From an optimization exercise on the open Yosys and OpenROAD flow, aimed at small area; shortcuts taken in it are not production practice.
Function was checked by simulation only, so behaviour that the tests miss may differ from the original.
Power is estimated from default activity; no workload was simulated.

== the baseline ==
==> flow/design.v <==
`timescale 1ns / 1ps
module c_aoi222(input a1, input b1, input a2, input b2, input a3, input b3, output y);
    assign y = ~((a1 & b1) | (a2 & b2) | (a3 & b3));
endmodule
module c_nand2(input a, input b, output y);
    assign y = ~(a & b);
endmodule
module c_nand3(input a, input b, input c, output y);
    assign y = ~(a & b & c);
endmodule
module c_nand4(input a, input b, input c, input d, output y);
    assign y = ~(a & b & c & d);
endmodule
module c_inv(input a, output y);
    assign y = ~a;
endmodule
module c_nor2(input a, input b, output y);
    assign y = ~(a | b);
endmodule
module c_or2(input a, input b, output y);
    assign y = a | b;
endmodule
module c_or3(input a, input b, input c, output y);
    assign y = a | b | c;
endmodule
module ao8(input [7:0] s, input [7:0] d, output y);
    wire [3:0] n;
    c_aoi222 g0(s[0], d[0], s[1], d[1], s[2], d[2], n[0]);
    c_aoi222 g1(s[3], d[3], s[4], d[4], s[5], d[5], n[1]);
    c_nand2  g2(s[6], d[6], n[2]);
    c_nand2  g3(s[7], d[7], n[3]);
    c_nand4  h0(n[0], n[1], n[2], n[3], y);
endmodule
module ao16(input [15:0] s, input [15:0] d, output y);
    wire [5:0] n;
    wire [1:0] o;
    c_aoi222 g0(s[0],  d[0],  s[1],  d[1],  s[2],  d[2],  n[0]);
    c_aoi222 g1(s[3],  d[3],  s[4],  d[4],  s[5],  d[5],  n[1]);
    c_aoi222 g2(s[6],  d[6],  s[7],  d[7],  s[8],  d[8],  n[2]);
    c_aoi222 g3(s[9],  d[9],  s[10], d[10], s[11], d[11], n[3]);
    c_aoi222 g4(s[12], d[12], s[13], d[13], s[14], d[14], n[4]);
    c_nand2  g5(s[15], d[15], n[5]);
    c_nand3  h0(n[0], n[1], n[2], o[0]);
    c_nand3  h1(n[3], n[4], n[5], o[1]);
    c_or2    h2(o[0], o[1], y);
endmodule
module ao32(input [31:0] s, input [31:0] d, output y);
    wire [11:0] n;
    wire [2:0] o;
    genvar i;
    for (i = 0; i < 10; i = i + 1) begin : g
        c_aoi222 a(s[3*i], d[3*i], s[3*i+1], d[3*i+1], s[3*i+2], d[3*i+2], n[i]);
    end
    c_nand2 g10(s[30], d[30], n[10]);
    c_nand2 g11(s[31], d[31], n[11]);
    c_nand4 h0(n[0], n[1], n[2],  n[3],  o[0]);
    c_nand4 h1(n[4], n[5], n[6],  n[7],  o[1]);
    c_nand4 h2(n[8], n[9], n[10], n[11], o[2]);
    c_or3   h3(o[0], o[1], o[2], y);
endmodule
module dec16(input [3:0] a, output [15:0] y);
    wire [3:0] an;
    wire [3:0] lo_n, hi_n;
    genvar i;
    for (i = 0; i < 4; i = i + 1) begin : g_inv
        c_inv v(a[i], an[i]);
    end
    c_nand2 l0(an[1], an[0], lo_n[0]);
    c_nand2 l1(an[1], a[0],  lo_n[1]);
    c_nand2 l2(a[1],  an[0], lo_n[2]);
    c_nand2 l3(a[1],  a[0],  lo_n[3]);
    c_nand2 h0(an[3], an[2], hi_n[0]);
    c_nand2 h1(an[3], a[2],  hi_n[1]);
    c_nand2 h2(a[3],  an[2], hi_n[2]);
    c_nand2 h3(a[3],  a[2],  hi_n[3]);
    for (i = 0; i < 16; i = i + 1) begin : g_out
        c_nor2 n(lo_n[i % 4], hi_n[i / 4], y[i]);
    end
endmodule
`timescale 1ns / 1ps
module ICache_pipeline #(
    parameter IW = 4,               
    parameter TW = 28 - IW          
)(
    input wire clk,
    input wire rst,
    input wire iuncache_i,
    output wire stall,
    input wire flush,
    input wire valid,
    input wire [31:0] vaddr_i1,
    input wire [31:0] vaddr_i2,
    input wire [31:0] paddr_i,
    output wire data_ok1,
    output wire data_ok2,
    output wire [31:0] rdata1,
    output wire [31:0] rdata2,
    output wire [31:0] raddr1,
    output wire [31:0] raddr2,
    output wire [7:0] rd_len,
    output wire rd_req,
    output wire [31:0] rd_addr,
    input wire ret_valid,
    input wire [127:0] ret_data
    );
    localparam NS = 1 << IW;
    wire [TW-1:0] ptag_1  = paddr_i[31:4+IW];
    wire [IW-1:0] index_1 = paddr_i[4+IW-1:4];
    reg [TW-1:0] ptag_2;
    reg [IW-1:0] index_2;
    reg [3:0]    offset_2;
    reg          valid_2;
    reg          iuncache_2;
    reg [31:0]   vaddr_i1_2;
    reg [31:0]   vaddr_i2_2;
    always @(posedge clk) begin
        if (~rst | flush) begin
            valid_2    <= 1'b0;
            iuncache_2 <= 1'b0;
            ptag_2     <= {TW{1'b0}};
            index_2    <= {IW{1'b0}};
        end else if (!stall) begin
            valid_2    <= valid;
            iuncache_2 <= iuncache_i;
            ptag_2     <= ptag_1;
            index_2    <= index_1;
        end
    end
    always @(posedge clk) begin
        if (!stall) begin
            offset_2   <= paddr_i[3:0];
            vaddr_i1_2 <= vaddr_i1;
            vaddr_i2_2 <= vaddr_i2;
        end
    end
    reg [127:0]  data0 [0:NS-1];
    reg [127:0]  data1 [0:NS-1];
    reg [TW-1:0] tag0  [0:NS-1];
    reg [TW-1:0] tag1  [0:NS-1];
    reg [NS-1:0] vld0, vld1;
    reg [NS-1:0] LRU;
    wire [NS-1:0] dec;
    integer k;
    dec16 u_dec(.a(index_2), .y(dec));
    wire LRU_current;
    ao16 u_lru(.s(dec), .d(LRU), .y(LRU_current));
    wire wea_way0 = ret_valid & ~LRU_current;
    wire wea_way1 = ret_valid &  LRU_current;
    always @(posedge clk) begin
        for (k = 0; k < NS; k = k + 1) begin
            if (wea_way0 && dec[k]) begin
                data0[k] <= ret_data;
                tag0[k]  <= ptag_2;
            end
            if (wea_way1 && dec[k]) begin
                data1[k] <= ret_data;
                tag1[k]  <= ptag_2;
            end
        end
    end
    always @(posedge clk) begin
        if (~rst) begin
            vld0 <= {NS{1'b0}};
            vld1 <= {NS{1'b0}};
        end else begin
            vld0 <= vld0 | ({NS{wea_way0}} & dec);
            vld1 <= vld1 | ({NS{wea_way1}} & dec);
        end
    end
    wire [TW-1:0] tag0_r, tag1_r;
    wire vld0_r, vld1_r;
    genvar b, s;
    for (b = 0; b < TW; b = b + 1) begin : g_tag
        wire [NS-1:0] c0, c1;
        for (s = 0; s < NS; s = s + 1) begin : g_set
            assign c0[s] = tag0[s][b];
            assign c1[s] = tag1[s][b];
        end
        ao16 u0(.s(dec), .d(c0), .y(tag0_r[b]));
        ao16 u1(.s(dec), .d(c1), .y(tag1_r[b]));
    end
    ao16 u_vld0(.s(dec), .d(vld0), .y(vld0_r));
    ao16 u_vld1(.s(dec), .d(vld1), .y(vld1_r));
    wire hit_judge_way0 = vld0_r && (tag0_r == ptag_2);
    wire hit_judge_way1 = vld1_r && (tag1_r == ptag_2);
    wire hit  = (hit_judge_way0 | hit_judge_way1) && valid_2 && !iuncache_2;
    wire nhit = iuncache_2 ? 1'b1 : ~(hit_judge_way0 | hit_judge_way1) & valid_2;
    wire [2*NS-1:0] lsel = {dec & {NS{~hit_judge_way0}}, dec & {NS{hit_judge_way0}}};
    wire [127:0] line;
    for (b = 0; b < 128; b = b + 1) begin : g_line
        wire [2*NS-1:0] c;
        for (s = 0; s < NS; s = s + 1) begin : g_set
            assign c[s]      = data0[s][b];
            assign c[NS + s] = data1[s][b];
        end
        ao32 u(.s(lsel), .d(c), .y(line[b]));
    end
    wire [1:0] w1 = offset_2[3:2];
    wire [1:0] w2 = offset_2[3:2] + 2'b1;
    wire [3:0] w1h = 4'b1 << w1;
    wire [3:0] w2h = 4'b1 << w2;
    wire u = iuncache_i & ret_valid;
    wire rv = nhit & ret_valid;
    wire [3:0] c1 = {4{hit & ~u}} & w1h;
    wire [3:0] r1 = u ? 4'b0001 : {4{rv}} & w1h;
    wire [3:0] c2 = {4{hit & (|vaddr_i2_2[3:0])}} & w2h;
    wire [3:0] r2 = {4{rv}} & w2h;
    for (b = 0; b < 32; b = b + 1) begin : g_out
        ao8 u1(.s({r1, c1}),
               .d({ret_data[96+b], ret_data[64+b], ret_data[32+b], ret_data[b],
                   line[96+b], line[64+b], line[32+b], line[b]}),
               .y(rdata1[b]));
        ao8 u2(.s({r2, c2}),
               .d({ret_data[96+b], ret_data[64+b], ret_data[32+b], ret_data[b],
                   line[96+b], line[64+b], line[32+b], line[b]}),
               .y(rdata2[b]));
    end
    always @(posedge clk) begin
        if (~rst)
            LRU <= {NS{1'b0}};
        else if (data_ok1 | data_ok2)
            LRU[index_1] <= hit ? hit_judge_way0 : !hit_judge_way0;
    end
    assign data_ok1 = (iuncache_2 && ret_valid) | hit | (nhit && ret_valid);
    assign data_ok2 = (iuncache_2 && ret_valid) ? 1'b0 :
                      (offset_2[3:2] == 2'b11) ? 1'b0 :
                      data_ok1;
    assign raddr1 = vaddr_i1_2;
    assign raddr2 = vaddr_i2_2;
    assign rd_len  = (iuncache_i & rd_req) ? 8'h0 : 8'h3;
    assign rd_req  = nhit && !ret_valid;
    assign rd_addr = iuncache_i ? {ptag_2, index_2, offset_2} : {ptag_2, index_2, 4'b0};
    assign stall = (iuncache_2 | nhit) & ~data_ok1;
endmodule
==> flow/config.mk <==
export PLATFORM = sky130hd
export DESIGN_NAME = ICache_pipeline
export DESIGN_NICKNAME = ICache_pipeline
export VERILOG_FILES = /design/flow/design.v
export SDC_FILE = /design/flow/constraint.sdc
export NUM_CORES = 4
export LEC_CHECK = 0
export CAP_MARGIN = 5
export CORE_MARGIN = 2
export CORE_UTILIZATION = 40
export CTS_BUF_LIST = sky130_fd_sc_hd__clkbuf_16
export CTS_CLUSTER_DIAMETER = 80
export CTS_CLUSTER_SIZE = 26
export SLEW_MARGIN = 5
export SYNTH_HIERARCHICAL = 1
==> flow/constraint.sdc <==
create_clock -name core_clock -period 12.0 [get_ports {clk}]
set_input_delay 2.4000 -clock core_clock [delete_from_list [all_inputs] [get_ports {clk}]]
set_output_delay 2.4000 -clock core_clock [all_outputs]
set_load 0.01 [all_outputs]
run.sh (not shown) runs the stock make flow with config.mk's settings and CLKGATE_MAP_FILE= SYNTH_SCRIPT=/design/flow/synth_recipe.tcl, a recipe that flattens the netlist after the stock synthesis.
The inputs of the candidate differ from those of the baseline as listed below.
- SLEW_MARGIN now 10, was 5
- CTS_CLUSTER_SIZE now 24, was 26
- CAP_MARGIN now 10, was 5
Findings:
Final wirelength of the candidate is on par with the baseline. Number of standard cells in the final layout excluding fillers: the candidate vs the baseline, no meaningful difference. The candidate -> the baseline: all-layer global routing usage flat. | minimum period implied by the final worst setup slack | higher: the candidate |. The total power of the final layout in the candidate sits about 0.8% above the value recorded for the baseline. The candidate vs the baseline, startpoint of the worst setup timing path: index_2[2] vs index_2[3].

[what the ideal ports hide]
The flow's constraints put no driver on any port. The routed layouts listed below were extracted and timed again, unchanged, in two steps.
Step 1 assumes that a clkbuf_16 drives the clock port and a buf_2 every other input.
Step 2 times the ports against the registers' clock, not the clock port: input delays grow and output delays shrink by t, the midpoint of the rising clock arrivals with the driver on.
Slacks: ideal / step 1 / step 2; pairs: ideal / step 1.
run	t (ns)	setup slack, ns	pins driven straight from the clock port
the baseline	1.073	0.990 / 0.875 / 1.948	1
the candidate	1.093	0.866 / 0.754 / 1.847	1
After both steps setup and hold are still met in every run listed.
